This design comes from an exercise in tuning for small area on the open sky130 flow, not from production work. Function was checked by simulation only, so behaviour that the tests miss may differ from the original.

--- run.sh ---
#!/bin/bash
# synth_recipe.tcl (not shown) runs the flow's synth.tcl, then flattens the netlist and writes it again
# the make line also repeats each setting of config.mk as NAME=value (left out here)
make -C /OpenROAD-flow-scripts/flow DESIGN_CONFIG=/design/flow/config.mk WORK_HOME=/design/flow/orfs CLKGATE_MAP_FILE= SYNTH_SCRIPT=/design/flow/synth_recipe.tcl finish
--- config.mk ---
export PLATFORM = sky130hd
export DESIGN_NAME = uart_core
export DESIGN_NICKNAME = uart_core
export VERILOG_FILES = /design/flow/design.v
export SDC_FILE = /design/flow/constraint.sdc
export NUM_CORES = 4
export LEC_CHECK = 0
export CAP_MARGIN = 20
export CORE_MARGIN = 2
export CORE_UTILIZATION = 40
export SLEW_MARGIN = 20
--- constraint.sdc ---
create_clock -name core_clock -period 10.0 [get_ports {clk}]
set_input_delay 2.0000 -clock core_clock [delete_from_list [all_inputs] [get_ports {clk}]]
set_output_delay 2.0000 -clock core_clock [all_outputs]
set_load 0.01 [all_outputs]
--- design.v ---
`default_nettype none
package uart_pkg;
  localparam logic [1:0] UART_PARITY_NONE = 2'd0;
  localparam logic [1:0] UART_PARITY_EVEN = 2'd1;
  localparam logic [1:0] UART_PARITY_ODD  = 2'd2;
  localparam logic [1:0] UART_PARITY_RSVD = 2'd3;
  localparam logic [1:0] UART_STOP_1     = 2'd0;
  localparam logic [1:0] UART_STOP_2     = 2'd1;
  localparam logic [1:0] UART_STOP_RSVD0 = 2'd2;
  localparam logic [1:0] UART_STOP_RSVD1 = 2'd3;
  localparam logic [1:0] UART_DATA_5 = 2'd0;
  localparam logic [1:0] UART_DATA_6 = 2'd1;
  localparam logic [1:0] UART_DATA_7 = 2'd2;
  localparam logic [1:0] UART_DATA_8 = 2'd3;
endpackage
`default_nettype none
module uart_rx_sync #(
  parameter bit RTL_DBG = 1'b1
) (
  input  wire clk,
  input  wire rst_n,
  input  wire uart_rx_i,
  output wire rx_sync_o
);
  localparam int unsigned SYNC_STAGES = 3;
  logic [SYNC_STAGES-1:0] rx_sync_q;
  always_ff @(posedge clk) begin
    if (!rst_n) begin
      rx_sync_q <= {SYNC_STAGES{1'b1}};
    end else begin
      rx_sync_q <= {rx_sync_q[SYNC_STAGES-2:0], uart_rx_i};
    end
  end
  assign rx_sync_o = rx_sync_q[SYNC_STAGES-1];
endmodule
`default_nettype none
module uart_baud_gen #(
  parameter int unsigned BAUD_ACC_W = 32,
  parameter int unsigned OVERSAMPLE = 16,
  parameter bit RTL_DBG = 1'b1
) (
  input  wire                  clk,
  input  wire                  rst_n,
  input  wire                  cfg_enable,
  input  wire [BAUD_ACC_W-1:0] cfg_baud_inc,
  output wire                  oversample_tick,
  output wire                  baud_tick
);
  localparam int unsigned OS_COUNT_W = (OVERSAMPLE <= 1) ? 1 : $clog2(OVERSAMPLE);
  localparam int unsigned OS_LAST_INT = (OVERSAMPLE <= 1) ? 0 : OVERSAMPLE - 1;
  logic [BAUD_ACC_W-1:0]  baud_acc_q;
  logic [BAUD_ACC_W:0]    baud_sum;
  logic [OS_COUNT_W-1:0]  oversample_count_q;
  logic                   oversample_tick_q;
  logic                   baud_tick_q;
  assign baud_sum = {1'b0, baud_acc_q} + {1'b0, cfg_baud_inc};
  always_ff @(posedge clk) begin
    if (!rst_n) begin
      baud_acc_q         <= '0;
      oversample_count_q <= '0;
      oversample_tick_q  <= 1'b0;
      baud_tick_q        <= 1'b0;
    end else begin
      oversample_tick_q <= 1'b0;
      baud_tick_q       <= 1'b0;
      if (!cfg_enable) begin
        baud_acc_q         <= '0;
        oversample_count_q <= '0;
      end else begin
        baud_acc_q <= baud_sum[BAUD_ACC_W-1:0];
        if (baud_sum[BAUD_ACC_W]) begin
          oversample_tick_q <= 1'b1;
          if (int'(oversample_count_q) == OS_LAST_INT) begin
            oversample_count_q <= '0;
            baud_tick_q        <= 1'b1;
          end else begin
            oversample_count_q <= oversample_count_q + 1'b1;
          end
        end
      end
    end
  end
  assign oversample_tick = oversample_tick_q;
  assign baud_tick       = baud_tick_q;
endmodule
`default_nettype none
module uart_rx #(
  parameter int unsigned OVERSAMPLE = 16,
  parameter bit RTL_DBG = 1'b1
) (
  input  wire       clk,
  input  wire       rst_n,
  input  wire       cfg_enable,
  input  wire       cfg_rx_enable,
  input  wire [1:0] cfg_parity_mode,
  input  wire [1:0] cfg_stop_bits,
  input  wire [1:0] cfg_data_bits,
  input  wire       oversample_tick,
  input  wire       rx_sync_i,
  output wire       rx_char_valid,
  output wire [7:0] rx_char_data,
  output wire       rx_char_frame_error,
  output wire       rx_char_parity_error,
  output wire       rx_char_break_detect,
  output wire       rx_busy,
  output wire       event_rx_frame_error,
  output wire       event_rx_parity_error,
  output wire       event_rx_break_detect
);
  typedef enum logic [2:0] {
    S_IDLE,
    S_START,
    S_DATA,
    S_PARITY,
    S_STOP,
    S_DONE
  } uart_rx_state_t;
  localparam int unsigned OS_COUNT_W       = (OVERSAMPLE <= 1) ? 1 : $clog2(OVERSAMPLE);
  localparam int unsigned BIT_LAST_INT     = (OVERSAMPLE <= 1) ? 0 : OVERSAMPLE - 1;
  localparam int unsigned HALF_LAST_INT    = (OVERSAMPLE <= 2) ? 0 : (OVERSAMPLE / 2) - 1;
  uart_rx_state_t s_current;
  logic [OS_COUNT_W-1:0] sample_count_q;
  logic [3:0]            data_bit_index_q;
  logic [3:0]            stop_bit_index_q;
  logic [3:0]            active_data_bits_q;
  logic [3:0]            active_stop_bits_q;
  logic [1:0]            active_parity_mode_q;
  logic [7:0]            data_q;
  logic                  all_data_zero_q;
  logic                  stop_low_seen_q;
  logic                  frame_error_q;
  logic                  parity_error_q;
  logic                  break_detect_q;
  logic                  start_armed_q;
  logic                  rx_char_valid_q;
  logic                  event_rx_frame_error_q;
  logic                  event_rx_parity_error_q;
  logic                  event_rx_break_detect_q;
  function automatic logic [3:0] decode_data_bits(input logic [1:0] data_bits);
    begin
      case (data_bits)
        uart_pkg::UART_DATA_5: decode_data_bits = 4'd5;
        uart_pkg::UART_DATA_6: decode_data_bits = 4'd6;
        uart_pkg::UART_DATA_7: decode_data_bits = 4'd7;
        uart_pkg::UART_DATA_8: decode_data_bits = 4'd8;
        default:     decode_data_bits = 4'd8;
      endcase
    end
  endfunction
  function automatic logic [3:0] decode_stop_bits(input logic [1:0] stop_bits);
    begin
      case (stop_bits)
        uart_pkg::UART_STOP_1: decode_stop_bits = 4'd1;
        uart_pkg::UART_STOP_2: decode_stop_bits = 4'd2;
        uart_pkg::UART_STOP_RSVD0,
        uart_pkg::UART_STOP_RSVD1: decode_stop_bits = 4'd1;
        default:         decode_stop_bits = 4'd1;
      endcase
    end
  endfunction
  function automatic logic parity_is_enabled(input logic [1:0] parity_mode);
    begin
      case (parity_mode)
        uart_pkg::UART_PARITY_EVEN,
        uart_pkg::UART_PARITY_ODD: parity_is_enabled = 1'b1;
        uart_pkg::UART_PARITY_NONE,
        uart_pkg::UART_PARITY_RSVD: parity_is_enabled = 1'b0;
        default:          parity_is_enabled = 1'b0;
      endcase
    end
  endfunction
  function automatic logic calc_parity_error(
    input logic [7:0] data,
    input logic [1:0] parity_mode,
    input logic       parity_bit
  );
    begin
      case (parity_mode)
        uart_pkg::UART_PARITY_EVEN: calc_parity_error = (^data) ^ parity_bit;
        uart_pkg::UART_PARITY_ODD:  calc_parity_error = !((^data) ^ parity_bit);
        default:          calc_parity_error = 1'b0;
      endcase
    end
  endfunction
  always_ff @(posedge clk) begin
    if (!rst_n) begin
      s_current                <= S_IDLE;
      sample_count_q           <= '0;
      data_bit_index_q         <= '0;
      stop_bit_index_q         <= '0;
      active_data_bits_q       <= 4'd8;
      active_stop_bits_q       <= 4'd1;
      active_parity_mode_q     <= uart_pkg::UART_PARITY_NONE;
      data_q                   <= 8'h00;
      all_data_zero_q          <= 1'b1;
      stop_low_seen_q          <= 1'b0;
      frame_error_q            <= 1'b0;
      parity_error_q           <= 1'b0;
      break_detect_q           <= 1'b0;
      start_armed_q            <= 1'b1;
      rx_char_valid_q          <= 1'b0;
      event_rx_frame_error_q   <= 1'b0;
      event_rx_parity_error_q  <= 1'b0;
      event_rx_break_detect_q  <= 1'b0;
    end else begin
      rx_char_valid_q         <= 1'b0;
      event_rx_frame_error_q  <= 1'b0;
      event_rx_parity_error_q <= 1'b0;
      event_rx_break_detect_q <= 1'b0;
      case (s_current)
        S_IDLE: begin
          sample_count_q       <= '0;
          data_bit_index_q     <= '0;
          stop_bit_index_q     <= '0;
          stop_low_seen_q      <= 1'b0;
          frame_error_q        <= 1'b0;
          parity_error_q       <= 1'b0;
          break_detect_q       <= 1'b0;
          if (rx_sync_i) begin
            start_armed_q <= 1'b1;
          end else if (start_armed_q) begin
            start_armed_q <= 1'b0;
            if (cfg_enable && cfg_rx_enable) begin
              s_current            <= S_START;
              active_data_bits_q   <= decode_data_bits(cfg_data_bits);
              active_stop_bits_q   <= decode_stop_bits(cfg_stop_bits);
              active_parity_mode_q <= cfg_parity_mode;
              data_q               <= 8'h00;
              all_data_zero_q      <= 1'b1;
            end
          end
        end
        S_START: begin
          if (oversample_tick) begin
            if (int'(sample_count_q) == HALF_LAST_INT) begin
              sample_count_q <= '0;
              if (!rx_sync_i) begin
                s_current <= S_DATA;
              end else begin
                s_current <= S_IDLE;
              end
            end else begin
              sample_count_q <= sample_count_q + 1'b1;
            end
          end
        end
        S_DATA: begin
          if (oversample_tick) begin
            if (int'(sample_count_q) == BIT_LAST_INT) begin
              sample_count_q                  <= '0;
              data_q[data_bit_index_q[2:0]]   <= rx_sync_i;
              all_data_zero_q                 <= all_data_zero_q && !rx_sync_i;
              if (data_bit_index_q == (active_data_bits_q - 4'd1)) begin
                data_bit_index_q <= '0;
                if (parity_is_enabled(active_parity_mode_q)) begin
                  s_current <= S_PARITY;
                end else begin
                  s_current <= S_STOP;
                end
              end else begin
                data_bit_index_q <= data_bit_index_q + 4'd1;
              end
            end else begin
              sample_count_q <= sample_count_q + 1'b1;
            end
          end
        end
        S_PARITY: begin
          if (oversample_tick) begin
            if (int'(sample_count_q) == BIT_LAST_INT) begin
              sample_count_q <= '0;
              parity_error_q <= calc_parity_error(data_q,
                                                   active_parity_mode_q,
                                                   rx_sync_i);
              s_current <= S_STOP;
            end else begin
              sample_count_q <= sample_count_q + 1'b1;
            end
          end
        end
        S_STOP: begin
          if (oversample_tick) begin
            if (int'(sample_count_q) == BIT_LAST_INT) begin
              sample_count_q <= '0;
              if (!rx_sync_i) begin
                frame_error_q   <= 1'b1;
                stop_low_seen_q <= 1'b1;
              end
              if (stop_bit_index_q == (active_stop_bits_q - 4'd1)) begin
                break_detect_q <= (frame_error_q || !rx_sync_i) &&
                                  all_data_zero_q &&
                                  (stop_low_seen_q || !rx_sync_i);
                stop_bit_index_q <= '0;
                s_current        <= S_DONE;
              end else begin
                stop_bit_index_q <= stop_bit_index_q + 4'd1;
              end
            end else begin
              sample_count_q <= sample_count_q + 1'b1;
            end
          end
        end
        S_DONE: begin
          rx_char_valid_q         <= 1'b1;
          event_rx_frame_error_q  <= frame_error_q;
          event_rx_parity_error_q <= parity_error_q;
          event_rx_break_detect_q <= break_detect_q;
          s_current               <= S_IDLE;
        end
        default: begin
          s_current <= S_IDLE;
        end
      endcase
    end
  end
  assign rx_char_valid        = rx_char_valid_q;
  assign rx_char_data         = data_q;
  assign rx_char_frame_error  = frame_error_q;
  assign rx_char_parity_error = parity_error_q;
  assign rx_char_break_detect = break_detect_q;
  assign rx_busy              = (s_current != S_IDLE);
  assign event_rx_frame_error = event_rx_frame_error_q;
  assign event_rx_parity_error = event_rx_parity_error_q;
  assign event_rx_break_detect = event_rx_break_detect_q;
endmodule
`default_nettype none
module uart_byte_fifo #(
  parameter int unsigned DATA_W = 8,
  parameter int unsigned DEPTH  = 16,
  parameter bit RTL_DBG = 1'b1
) (
  input  wire                             clk,
  input  wire                             rst_n,
  input  wire                             clear,
  input  wire                             push_valid,
  output wire                             push_ready,
  input  wire [DATA_W-1:0]                push_data,
  output wire                             pop_valid,
  input  wire                             pop_ready,
  output wire [DATA_W-1:0]                pop_data,
  output wire [$clog2(DEPTH + 1)-1:0]     level,
  output wire                             empty,
  output wire                             full
);
  localparam int unsigned LEVEL_W = $clog2(DEPTH + 1);
  localparam int unsigned PTR_W   = (DEPTH <= 2) ? 1 : $clog2(DEPTH);
  logic [DATA_W-1:0]  mem_q [0:DEPTH-1];
  logic [PTR_W-1:0]   wr_ptr_q;
  logic [PTR_W-1:0]   rd_ptr_q;
  logic [LEVEL_W-1:0] level_q;
  logic push_fire;
  logic pop_fire;
  assign empty = (level_q == '0);
  assign full  = (int'(level_q) == DEPTH);
  assign pop_valid  = !empty;
  assign pop_fire   = pop_valid && pop_ready;
  assign push_ready = !full || pop_fire;
  assign push_fire  = push_valid && push_ready;
  assign pop_data = mem_q[rd_ptr_q];
  assign level    = level_q;
  always_ff @(posedge clk) begin
    if (!rst_n) begin
      wr_ptr_q <= '0;
      rd_ptr_q <= '0;
      level_q  <= '0;
    end else if (clear) begin
      wr_ptr_q <= '0;
      rd_ptr_q <= '0;
      level_q  <= '0;
    end else begin
      if (push_fire) begin
        mem_q[wr_ptr_q] <= push_data;
        if (int'(wr_ptr_q) == (DEPTH - 1)) begin
          wr_ptr_q <= '0;
        end else begin
          wr_ptr_q <= wr_ptr_q + 1'b1;
        end
      end
      if (pop_fire) begin
        if (int'(rd_ptr_q) == (DEPTH - 1)) begin
          rd_ptr_q <= '0;
        end else begin
          rd_ptr_q <= rd_ptr_q + 1'b1;
        end
      end
      case ({push_fire, pop_fire})
        2'b10: begin
          level_q <= level_q + 1'b1;
        end
        2'b01: begin
          level_q <= level_q - 1'b1;
        end
        default: begin
          level_q <= level_q;
        end
      endcase
    end
  end
endmodule
`default_nettype none
module uart_tx #(
  parameter bit RTL_DBG = 1'b1
) (
  input  wire       clk,
  input  wire       rst_n,
  input  wire       cfg_enable,
  input  wire       cfg_tx_enable,
  input  wire [1:0] cfg_parity_mode,
  input  wire [1:0] cfg_stop_bits,
  input  wire [1:0] cfg_data_bits,
  input  wire       baud_tick,
  input  wire       tx_start,
  input  wire [7:0] tx_data,
  output wire       tx_ready_for_start,
  output wire       tx_busy,
  output wire       uart_tx_o,
  output wire       event_tx_done
);
  typedef enum logic [2:0] {
    S_IDLE,
    S_START,
    S_DATA,
    S_PARITY,
    S_STOP
  } uart_tx_state_t;
  uart_tx_state_t s_current;
  logic [7:0] data_q;
  logic [3:0] bit_index_q;
  logic [3:0] stop_bit_index_q;
  logic [3:0] active_data_bits_q;
  logic [3:0] active_stop_bits_q;
  logic [1:0] active_parity_mode_q;
  logic       parity_bit_q;
  logic       uart_tx_q;
  logic       event_tx_done_q;
  logic [2:0] next_bit_index;
  assign next_bit_index = bit_index_q[2:0] + 3'd1;
  function automatic logic [3:0] decode_data_bits(input logic [1:0] data_bits);
    begin
      case (data_bits)
        uart_pkg::UART_DATA_5: decode_data_bits = 4'd5;
        uart_pkg::UART_DATA_6: decode_data_bits = 4'd6;
        uart_pkg::UART_DATA_7: decode_data_bits = 4'd7;
        uart_pkg::UART_DATA_8: decode_data_bits = 4'd8;
        default:     decode_data_bits = 4'd8;
      endcase
    end
  endfunction
  function automatic logic [3:0] decode_stop_bits(input logic [1:0] stop_bits);
    begin
      case (stop_bits)
        uart_pkg::UART_STOP_1: decode_stop_bits = 4'd1;
        uart_pkg::UART_STOP_2: decode_stop_bits = 4'd2;
        uart_pkg::UART_STOP_RSVD0,
        uart_pkg::UART_STOP_RSVD1: decode_stop_bits = 4'd1;
        default:         decode_stop_bits = 4'd1;
      endcase
    end
  endfunction
  function automatic logic parity_is_enabled(input logic [1:0] parity_mode);
    begin
      case (parity_mode)
        uart_pkg::UART_PARITY_EVEN,
        uart_pkg::UART_PARITY_ODD: parity_is_enabled = 1'b1;
        uart_pkg::UART_PARITY_NONE,
        uart_pkg::UART_PARITY_RSVD: parity_is_enabled = 1'b0;
        default:          parity_is_enabled = 1'b0;
      endcase
    end
  endfunction
  function automatic logic data_parity(
    input logic [7:0] data,
    input logic [3:0] data_bits
  );
    begin
      case (data_bits)
        4'd5:    data_parity = ^data[4:0];
        4'd6:    data_parity = ^data[5:0];
        4'd7:    data_parity = ^data[6:0];
        default: data_parity = ^data[7:0];
      endcase
    end
  endfunction
  function automatic logic calc_parity_bit(
    input logic [7:0] data,
    input logic [3:0] data_bits,
    input logic [1:0] parity_mode
  );
    logic data_ones_odd;
    begin
      data_ones_odd = data_parity(data, data_bits);
      case (parity_mode)
        uart_pkg::UART_PARITY_EVEN: calc_parity_bit = data_ones_odd;
        uart_pkg::UART_PARITY_ODD:  calc_parity_bit = !data_ones_odd;
        default:          calc_parity_bit = 1'b0;
      endcase
    end
  endfunction
  always_ff @(posedge clk) begin
    if (!rst_n) begin
      s_current            <= S_IDLE;
      data_q               <= 8'h00;
      bit_index_q          <= '0;
      stop_bit_index_q     <= '0;
      active_data_bits_q   <= 4'd8;
      active_stop_bits_q   <= 4'd1;
      active_parity_mode_q <= uart_pkg::UART_PARITY_NONE;
      parity_bit_q         <= 1'b0;
      uart_tx_q            <= 1'b1;
      event_tx_done_q      <= 1'b0;
    end else begin
      event_tx_done_q <= 1'b0;
      case (s_current)
        S_IDLE: begin
          uart_tx_q        <= 1'b1;
          bit_index_q      <= '0;
          stop_bit_index_q <= '0;
          if (tx_start && cfg_enable && cfg_tx_enable) begin
            s_current            <= S_START;
            data_q               <= tx_data;
            active_data_bits_q   <= decode_data_bits(cfg_data_bits);
            active_stop_bits_q   <= decode_stop_bits(cfg_stop_bits);
            active_parity_mode_q <= cfg_parity_mode;
            parity_bit_q         <= calc_parity_bit(tx_data,
                                                    decode_data_bits(cfg_data_bits),
                                                    cfg_parity_mode);
            uart_tx_q            <= 1'b0;
          end else if (tx_start) begin
          end
        end
        S_START: begin
          if (baud_tick) begin
            s_current   <= S_DATA;
            bit_index_q <= '0;
            uart_tx_q   <= data_q[0];
          end
        end
        S_DATA: begin
          if (baud_tick) begin
            if (bit_index_q == (active_data_bits_q - 4'd1)) begin
              bit_index_q <= '0;
              if (parity_is_enabled(active_parity_mode_q)) begin
                s_current <= S_PARITY;
                uart_tx_q <= parity_bit_q;
              end else begin
                s_current        <= S_STOP;
                stop_bit_index_q <= '0;
                uart_tx_q        <= 1'b1;
              end
            end else begin
              bit_index_q <= bit_index_q + 4'd1;
              uart_tx_q   <= data_q[next_bit_index];
            end
          end
        end
        S_PARITY: begin
          if (baud_tick) begin
            s_current        <= S_STOP;
            stop_bit_index_q <= '0;
            uart_tx_q        <= 1'b1;
          end
        end
        S_STOP: begin
          uart_tx_q <= 1'b1;
          if (baud_tick) begin
            if (stop_bit_index_q == (active_stop_bits_q - 4'd1)) begin
              event_tx_done_q <= 1'b1;
              s_current       <= S_IDLE;
            end else begin
              stop_bit_index_q <= stop_bit_index_q + 4'd1;
            end
          end
        end
        default: begin
          s_current <= S_IDLE;
        end
      endcase
    end
  end
  assign tx_ready_for_start = (s_current == S_IDLE);
  assign tx_busy            = (s_current != S_IDLE);
  assign uart_tx_o          = uart_tx_q;
  assign event_tx_done      = event_tx_done_q;
endmodule
`default_nettype none
module uart_hw_flow_ctrl #(
  parameter int unsigned RX_LEVEL_W         = 5,
  parameter bit          RTS_ACTIVE_LOW     = 1'b1,
  parameter bit          CTS_ACTIVE_LOW     = 1'b1,
  parameter int unsigned RTS_DEASSERT_LEVEL = 14,
  parameter int unsigned RTS_ASSERT_LEVEL   = 8,
  parameter bit RTL_DBG = 1'b1
) (
  input  wire                    clk,
  input  wire                    rst_n,
  input  wire                    cfg_enable,
  input  wire                    cfg_rx_enable,
  input  wire                    cfg_hw_flow_enable,
  input  wire                    uart_cts_i,
  input  wire [RX_LEVEL_W-1:0]   rx_fifo_level,
  input  wire                    tx_launch_wanted,
  output wire                    tx_start_allowed,
  output wire                    uart_rts_o,
  output wire                    cts_active,
  output wire                    rts_active,
  output wire                    cts_blocked
);
  localparam int unsigned CTS_SYNC_STAGES = 3;
  localparam logic CTS_RESET_LEVEL = CTS_ACTIVE_LOW ? 1'b0 : 1'b1;
  logic [CTS_SYNC_STAGES-1:0] cts_sync_q;
  logic                       rts_active_q;
  logic                       cts_active_raw;
  logic                       rts_active_selected;
  always_ff @(posedge clk) begin
    if (!rst_n) begin
      cts_sync_q <= {CTS_SYNC_STAGES{CTS_RESET_LEVEL}};
    end else begin
      cts_sync_q <= {cts_sync_q[CTS_SYNC_STAGES-2:0], uart_cts_i};
    end
  end
  always_ff @(posedge clk) begin
    if (!rst_n) begin
      rts_active_q <= 1'b1;
    end else if (!cfg_enable || !cfg_rx_enable) begin
      rts_active_q <= 1'b0;
    end else if (!cfg_hw_flow_enable) begin
      rts_active_q <= 1'b1;
    end else if (rts_active_q && (int'(rx_fifo_level) >= RTS_DEASSERT_LEVEL)) begin
      rts_active_q <= 1'b0;
    end else if (!rts_active_q && (int'(rx_fifo_level) <= RTS_ASSERT_LEVEL)) begin
      rts_active_q <= 1'b1;
    end
  end
  assign cts_active_raw = CTS_ACTIVE_LOW ? !cts_sync_q[CTS_SYNC_STAGES-1] :
                                           cts_sync_q[CTS_SYNC_STAGES-1];
  assign cts_active      = cfg_hw_flow_enable ? cts_active_raw : 1'b1;
  assign tx_start_allowed = !cfg_hw_flow_enable || cts_active_raw;
  assign cts_blocked     = cfg_hw_flow_enable && tx_launch_wanted && !cts_active_raw;
  assign rts_active_selected = cfg_hw_flow_enable ? rts_active_q :
                                                    (cfg_enable && cfg_rx_enable);
  assign rts_active = rts_active_selected;
  assign uart_rts_o = RTS_ACTIVE_LOW ? !rts_active_selected : rts_active_selected;
endmodule
`default_nettype none
module uart_core #(
    parameter int unsigned BAUD_ACC_W         = 32,  
    parameter int unsigned OVERSAMPLE = 16,
    parameter int unsigned RX_FIFO_DEPTH = 16,
    parameter int unsigned TX_FIFO_DEPTH = 16,
    parameter bit HAS_RTS_CTS = 1'b1,
    parameter bit RTS_ACTIVE_LOW = 1'b1,
    parameter bit CTS_ACTIVE_LOW = 1'b1,
    parameter int unsigned RTS_DEASSERT_LEVEL = RX_FIFO_DEPTH - 2,
    parameter int unsigned RTS_ASSERT_LEVEL = RX_FIFO_DEPTH / 2,
    parameter bit RTL_DBG = 1'b1
) (
    input wire clk,
    input wire rst_n,
    input  wire uart_rx_i,
    output wire uart_tx_o,
    input  wire uart_cts_i,
    output wire uart_rts_o,
    input wire                  cfg_enable,           
    input wire                  cfg_rx_enable,        
    input wire                  cfg_tx_enable,        
    input wire [BAUD_ACC_W-1:0] cfg_baud_inc,         
    input wire [           1:0] cfg_parity_mode,      
    input wire [           1:0] cfg_stop_bits,        
    input wire [           1:0] cfg_data_bits,        
    input wire                  cfg_hw_flow_enable,   
    input wire                  ctrl_rx_fifo_clear,   
    input wire                  ctrl_tx_fifo_clear,   
    input  wire       tx_byte_valid,   
    output wire       tx_byte_ready,   
    input  wire [7:0] tx_byte_data,    
    output wire       rx_byte_valid,   
    input  wire       rx_byte_ready,   
    output wire [7:0] rx_byte_data,    
    output wire rx_byte_frame_error,    
    output wire rx_byte_parity_error,   
    output wire rx_byte_break_detect,   
    output wire [$clog2(RX_FIFO_DEPTH + 1)-1:0] rx_fifo_level,   
    output wire [$clog2(TX_FIFO_DEPTH + 1)-1:0] tx_fifo_level,   
    output wire rx_fifo_empty,   
    output wire rx_fifo_full,   
    output wire tx_fifo_empty,   
    output wire tx_fifo_full,   
    output wire rx_busy,      
    output wire tx_busy,      
    output wire cts_active,   
    output wire rts_active,   
    output wire cts_blocked,  
    output wire event_rx_overrun,        
    output wire event_rx_frame_error,    
    output wire event_rx_parity_error,   
    output wire event_rx_break_detect,   
    output wire event_tx_done            
);
  localparam int unsigned RX_LEVEL_W = $clog2(RX_FIFO_DEPTH + 1);
  localparam int unsigned TX_LEVEL_W = $clog2(TX_FIFO_DEPTH + 1);
  localparam int unsigned RX_FIFO_DATA_W = 11;
  localparam int unsigned TX_FIFO_DATA_W = 8;
  logic                      rx_sync;
  logic                      oversample_tick;
  logic                      baud_tick;
  logic                      rx_char_valid;
  logic [               7:0] rx_char_data;
  logic                      rx_char_frame_error;
  logic                      rx_char_parity_error;
  logic                      rx_char_break_detect;
  logic                      rx_fifo_push_valid;
  logic                      rx_fifo_push_ready;
  logic [RX_FIFO_DATA_W-1:0] rx_fifo_push_data;
  logic                      rx_fifo_pop_valid;
  logic [RX_FIFO_DATA_W-1:0] rx_fifo_pop_data;
  logic [    RX_LEVEL_W-1:0] rx_fifo_level_w;
  logic                      rx_fifo_empty_w;
  logic                      rx_fifo_full_w;
  logic                      tx_fifo_push_valid;
  logic                      tx_fifo_push_ready;
  logic                      tx_fifo_pop_ready;
  logic                      tx_fifo_pop_valid;
  logic [TX_FIFO_DATA_W-1:0] tx_fifo_pop_data;
  logic [    TX_LEVEL_W-1:0] tx_fifo_level_w;
  logic                      tx_fifo_empty_w;
  logic                      tx_fifo_full_w;
  logic                      tx_ready_for_start;
  logic                      tx_launch_wanted;
  logic                      tx_start_allowed;
  logic                      tx_start;
  logic                      flow_uart_rts;
  logic                      flow_cts_active;
  logic                      flow_rts_active;
  logic                      flow_cts_blocked;
  uart_rx_sync #(
      .RTL_DBG(RTL_DBG)
  ) u_rx_sync (
      .clk      (clk),
      .rst_n    (rst_n),
      .uart_rx_i(uart_rx_i),
      .rx_sync_o(rx_sync)
  );
  uart_baud_gen #(
      .BAUD_ACC_W     (BAUD_ACC_W),
      .OVERSAMPLE     (OVERSAMPLE),
      .RTL_DBG        (RTL_DBG)
  ) u_baud_gen (
      .clk            (clk),
      .rst_n          (rst_n),
      .cfg_enable     (cfg_enable),
      .cfg_baud_inc   (cfg_baud_inc),
      .oversample_tick(oversample_tick),
      .baud_tick      (baud_tick)
  );
  uart_rx #(
      .OVERSAMPLE     (OVERSAMPLE),
      .RTL_DBG        (RTL_DBG)
  ) u_rx (
      .clk                  (clk),
      .rst_n                (rst_n),
      .cfg_enable           (cfg_enable),
      .cfg_rx_enable        (cfg_rx_enable),
      .cfg_parity_mode      (cfg_parity_mode),
      .cfg_stop_bits        (cfg_stop_bits),
      .cfg_data_bits        (cfg_data_bits),
      .oversample_tick      (oversample_tick),
      .rx_sync_i            (rx_sync),
      .rx_char_valid        (rx_char_valid),
      .rx_char_data         (rx_char_data),
      .rx_char_frame_error  (rx_char_frame_error),
      .rx_char_parity_error (rx_char_parity_error),
      .rx_char_break_detect (rx_char_break_detect),
      .rx_busy              (rx_busy),
      .event_rx_frame_error (event_rx_frame_error),
      .event_rx_parity_error(event_rx_parity_error),
      .event_rx_break_detect(event_rx_break_detect)
  );
  assign rx_fifo_push_valid = rx_char_valid && !ctrl_rx_fifo_clear;
  assign rx_fifo_push_data = {
    rx_char_break_detect, rx_char_parity_error, rx_char_frame_error, rx_char_data
  };
  uart_byte_fifo #(
      .DATA_W         (RX_FIFO_DATA_W),
      .DEPTH          (RX_FIFO_DEPTH),
      .RTL_DBG        (RTL_DBG)
  ) u_rx_fifo (
      .clk       (clk),
      .rst_n     (rst_n),
      .clear     (ctrl_rx_fifo_clear),
      .push_valid(rx_fifo_push_valid),
      .push_ready(rx_fifo_push_ready),
      .push_data (rx_fifo_push_data),
      .pop_valid (rx_fifo_pop_valid),
      .pop_ready (rx_byte_ready),
      .pop_data  (rx_fifo_pop_data),
      .level     (rx_fifo_level_w),
      .empty     (rx_fifo_empty_w),
      .full      (rx_fifo_full_w)
  );
  assign event_rx_overrun     = rx_char_valid && !ctrl_rx_fifo_clear && !rx_fifo_push_ready;
  assign rx_byte_valid        = rx_fifo_pop_valid;
  assign rx_byte_data         = rx_fifo_pop_data[7:0];
  assign rx_byte_frame_error  = rx_fifo_pop_data[8];
  assign rx_byte_parity_error = rx_fifo_pop_data[9];
  assign rx_byte_break_detect = rx_fifo_pop_data[10];
  assign rx_fifo_level        = rx_fifo_level_w;
  assign rx_fifo_empty        = rx_fifo_empty_w;
  assign rx_fifo_full         = rx_fifo_full_w;
  assign tx_fifo_push_valid   = tx_byte_valid && !ctrl_tx_fifo_clear;
  assign tx_byte_ready        = tx_fifo_push_ready && !ctrl_tx_fifo_clear;
  uart_byte_fifo #(
      .DATA_W         (TX_FIFO_DATA_W),
      .DEPTH          (TX_FIFO_DEPTH),
      .RTL_DBG        (RTL_DBG)
  ) u_tx_fifo (
      .clk       (clk),
      .rst_n     (rst_n),
      .clear     (ctrl_tx_fifo_clear),
      .push_valid(tx_fifo_push_valid),
      .push_ready(tx_fifo_push_ready),
      .push_data (tx_byte_data),
      .pop_valid (tx_fifo_pop_valid),
      .pop_ready (tx_fifo_pop_ready),
      .pop_data  (tx_fifo_pop_data),
      .level     (tx_fifo_level_w),
      .empty     (tx_fifo_empty_w),
      .full      (tx_fifo_full_w)
  );
  assign tx_launch_wanted  = cfg_enable && cfg_tx_enable && tx_fifo_pop_valid && tx_ready_for_start;
  assign tx_start          = tx_launch_wanted && tx_start_allowed && baud_tick;
  assign tx_fifo_pop_ready = tx_start;
  uart_tx #(
      .RTL_DBG(RTL_DBG)
  ) u_tx (
      .clk               (clk),
      .rst_n             (rst_n),
      .cfg_enable        (cfg_enable),
      .cfg_tx_enable     (cfg_tx_enable),
      .cfg_parity_mode   (cfg_parity_mode),
      .cfg_stop_bits     (cfg_stop_bits),
      .cfg_data_bits     (cfg_data_bits),
      .baud_tick         (baud_tick),
      .tx_start          (tx_start),
      .tx_data           (tx_fifo_pop_data),
      .tx_ready_for_start(tx_ready_for_start),
      .tx_busy           (tx_busy),
      .uart_tx_o         (uart_tx_o),
      .event_tx_done     (event_tx_done)
  );
  generate
    if (HAS_RTS_CTS) begin : g_hw_flow_ctrl
      uart_hw_flow_ctrl #(
          .RX_LEVEL_W        (RX_LEVEL_W),
          .RTS_ACTIVE_LOW    (RTS_ACTIVE_LOW),
          .CTS_ACTIVE_LOW    (CTS_ACTIVE_LOW),
          .RTS_DEASSERT_LEVEL(RTS_DEASSERT_LEVEL),
          .RTS_ASSERT_LEVEL  (RTS_ASSERT_LEVEL),
          .RTL_DBG           (RTL_DBG)
      ) u_hw_flow_ctrl (
          .clk               (clk),
          .rst_n             (rst_n),
          .cfg_enable        (cfg_enable),
          .cfg_rx_enable     (cfg_rx_enable),
          .cfg_hw_flow_enable(cfg_hw_flow_enable),
          .uart_cts_i        (uart_cts_i),
          .rx_fifo_level     (rx_fifo_level_w),
          .tx_launch_wanted  (tx_launch_wanted),
          .tx_start_allowed  (tx_start_allowed),
          .uart_rts_o        (flow_uart_rts),
          .cts_active        (flow_cts_active),
          .rts_active        (flow_rts_active),
          .cts_blocked       (flow_cts_blocked)
      );
    end else begin : g_no_hw_flow_ctrl
      assign tx_start_allowed = 1'b1;
      assign flow_uart_rts    = RTS_ACTIVE_LOW ? 1'b1 : 1'b0;
      assign flow_cts_active  = 1'b1;
      assign flow_rts_active  = 1'b0;
      assign flow_cts_blocked = 1'b0;
    end
  endgenerate
  assign uart_rts_o  = flow_uart_rts;
  assign cts_active  = flow_cts_active;
  assign rts_active  = flow_rts_active;
  assign cts_blocked = flow_cts_blocked;
  assign tx_fifo_level = tx_fifo_level_w;
  assign tx_fifo_empty = tx_fifo_empty_w;
  assign tx_fifo_full  = tx_fifo_full_w;
endmodule
==> impl_metrics.ini <==
[logic_synthesis]
post-synth-top-count-cell = edfxtp_1
synthTopCellsByArea = edfxtp_1 (46%), dfxtp_1 (15%), mux4_2 (10%)
ys.flop_type = edfxtp_1
ys.warnings.count = 7
synth_cell_types = 71
ys_ff_latch = 453
synth_edf_count = 304
synth_nets = 1645
syn_inst = 1513
ys_seq_area_share_pct = 60.7
synth_top_area_cell = edfxtp_1
yosysTopAreaCellShare_pct = 45.7
synthTopCellsByCount = edfxtp_1 (304), dfxtp_1 (149), nor2_1 (144)
async_flop_share_pct = 0
synthesis.area_um2 = 20000
post_synth.cell_area_avg_um2 = 13.2

[sta]
rsz0062_at_grt = false
finalHoldViolCount = 0
worstMarginPinSlew_ns = 1.08
relSlewSlack_pct = 27.5
setup_tns_ns = 0
slew_violations = 0
fin_crit_ns = 6.75
fmax_mhz = 148
period_share_pct = 67.5
setup_viol = 0
clock_skew_ns = 0.0294

[clock_network]
post_cts_resized = 0
postCtsHoldBufs = 0
numCtsBuffers = 49
clock-sinks = 453
clock_path_buffers = 3
clk_latency_ns = 0.59
htree_levels = 2
postCtsSetupBuffers = 0
cts_tree = yes
cts-root-buf = clkbuf_16
clk_pin_slew_ns = 0.06

[floorplanning]
rows = 81
die_area_um2 = 51700
die_h_um = 227
io_pins = 97
core_um2 = 49200
initial_core_util_pct = 40.6
die_w_um = 227

[detailed_routing]
dr.pass1.iters = 5
drcViolationCount = 0
vias = 12000
viasPerCell = 5.20
drtIter0Drc = 688
routed_wl_um = 40500
ant_nets = 0
wire_per_inst_um = 17.5

[grt]
grt_use_total_pct = 16.1
grt_max_degree = 45
grt_pass1_wl_um = 65200
antenna_found_initial = 1
grt_overflow = 0
grt_pass1_vias = 12000

[power]
finalPower_uw = 3920
leakagePower_uw = 0.00798
peakVddDrop_mv = 0.130
powerDensity_nw_per_um2 = 169

[setup_path]
required_ns = 8.00
start_kind = primary input
crit_type = primary input to output port
worstSetupEndpointType = output port
cp_data_arrival_time_ns = 4.75
crit_fanout = 20

[hold_path]
hp-class = register to register

[flow_run]
cap_viol_max_count = 0

[run_status]
status = finished clean

[layout]
regArea_um2 = 12100
drive_above_1_share_pct = 11.6
diodes = 0
multi_input_area_um2 = 7400
fin_nets = 1740
areaGrowthSynthToFinish_pct = 15.9
nFillCells = 4322

[place]
portBuffers = 96
place_congestion = 0.861
hpwl_um = 27100
[final cells by class]
cell class / instances / area share (%)
clock inverter: 15 / 0.644
multi-input combinational: 942 / 32.0
inverter: 52 / 0.844
clock buffer: 75 / 5.98
timing repair buffer: 110 / 4.59
tap: 664 / 3.59
sequential: 453 / 52.4
[kinds of logic after synthesis]
family | Yosys count | synth area share [%]
flip-flops | 453 | 60.7
AO/OA/AOI/OAI | 257 | 7.88
XOR/XNOR | 77 | 3.49
buffers and inverters | 118 | 2.41
adder cells (fa/ha/maj) | 74 | 4.71
AND/OR/NAND/NOR | 430 | 9.99
multiplexers | 104 | 10.9
[registers in the layout, summed over array words and instances, names as in the netlist, 4 cells and up, named ones only]
name	flops
u_tx_fifo.mem_q	128
u_rx_fifo.mem_q	176
u_tx.active_data_bits_q	4
u_rx.sample_count_q	4
u_tx_fifo.level_q	5
u_baud_gen.baud_acc_q	32
u_tx_fifo.wr_ptr_q	4
u_tx.stop_bit_index_q	4
u_rx_fifo.level_q	5
u_rx.data_bit_index_q	4
u_tx_fifo.rd_ptr_q	4
u_rx.data_q	8
u_rx_fifo.rd_ptr_q	4
u_rx.active_data_bits_q	4
u_rx.stop_bit_index_q	4
u_tx.bit_index_q	4
u_rx_fifo.wr_ptr_q	4
u_baud_gen.oversample_count_q	4
u_tx.data_q	8
[worst max-delay path: stages]
cell	delay, ns
clkdlybuf4s50_1	0.69
nand2_1	0.19
nor3_1	0.20
nand3_1	0.62
a21oi_1	0.46
clkdlybuf4s50_1	0.59
[path summary, 6_finish.rpt]
check / cells past startpoint / end / start / slack [ns]
worst max register to register: 15 / u_tx_fifo.level_q[4]$_SDFFE_PP0P_ / u_tx.s_current[2]$_SDFFE_PN0P_ / 5.54
worst max-delay path: 6 / tx_byte_ready / cfg_enable / 3.25
worst min register to register: 1 / u_rx_sync.rx_sync_q[2]$_SDFF_PN1_ / u_rx_sync.rx_sync_q[1]$_SDFF_PN1_ / 0.41
worst min-delay path: 1 / u_rx_sync.rx_sync_q[2]$_SDFF_PN1_ / u_rx_sync.rx_sync_q[1]$_SDFF_PN1_ / 0.41
[through the flow]
stage	hold slack, ns	cell area [um^2]	std cells	util (%)	worst slack (ns)
final	0.405	23100	2311	47.1	3.25
after global routing	0.426	23100	2311	47.1	3.06
after CTS	0.408	23100	2311	47.0	3.25
after detailed placement	0.394	21600	2221	43.9	3.22
after global placement	0.388	21600	2219	43.9	3.30
after floorplan	0.386	20000	1513	-	4.96
[routing by layer]
| layer | global-route usage, % | part of all wire (%) | vias to the layer above |
|---|---|---|---|
| met3 | 2.54 | 4.0 | 64 |
| met4 | 5.46 | 2.3 | 2 |
| met1 | 21.2 | 45 | 5880 |
| met2 | 27.2 | 49 | 239 |
| li1 | - | - | 5827 |
| met5 | 0 | 0.032 | - |
[report_power, final]
group	switching (uW)	internal, uW
Sequential	6.41	2000
Clock	715	1010
Combinational	108	87.1
Total	829	3090
[cell usage in the layout (no fill, tap or decap), drive strengths merged, types with 7 or more instances in the layout]
cell           netlist  layout
nor2b               12      12
nand2              127     127
a22oi               15      15
or3                 19      19
o21bai              10      10
nor3                24      24
and2                12      12
a21oi              104     104
o21ai               47      47
a21o                14      14
a31oi               11      11
mux2i               14      14
nand2b              14      14
a211oi               9       9
inv                 51      53
nand3               31      31
o211ai               7       7
nand4                8       8
dfxtp              149     149
clkbuf              49      75
buf                 17      15
and3                 7       7
xor2                43      43
xnor2               34      34
ha                  72      72
edfxtp             304     304
clkdlybuf4s50        0      95
clkinv               1      12
nor2               144     144
mux4                90      90

what the ideal ports hide:
No port has a modelled driver above. Below, the same layout with a new extraction and two added sets of constraints. Step 1, drivers: a clkbuf_16 drives clk and a buf_2 each remaining input, both assumed. Step 2 moves the port delays by t, midway between the first and last clock arrival at a register: inputs arrive t later, outputs are due t later. That takes back most of the time a late clock gives input paths. Three values: ideal, step 1, step 2; two values: the first two.
shift t [ns]: 0.629
slack for setup (ns): 3.246 / 3.224 / 3.224
worst data-port slew with drivers (ns): 0.06
After both steps setup and hold are still met in this run. For this run, drivers alone change the setup slack by -0.022 ns; drivers and shift together by -0.022 ns.
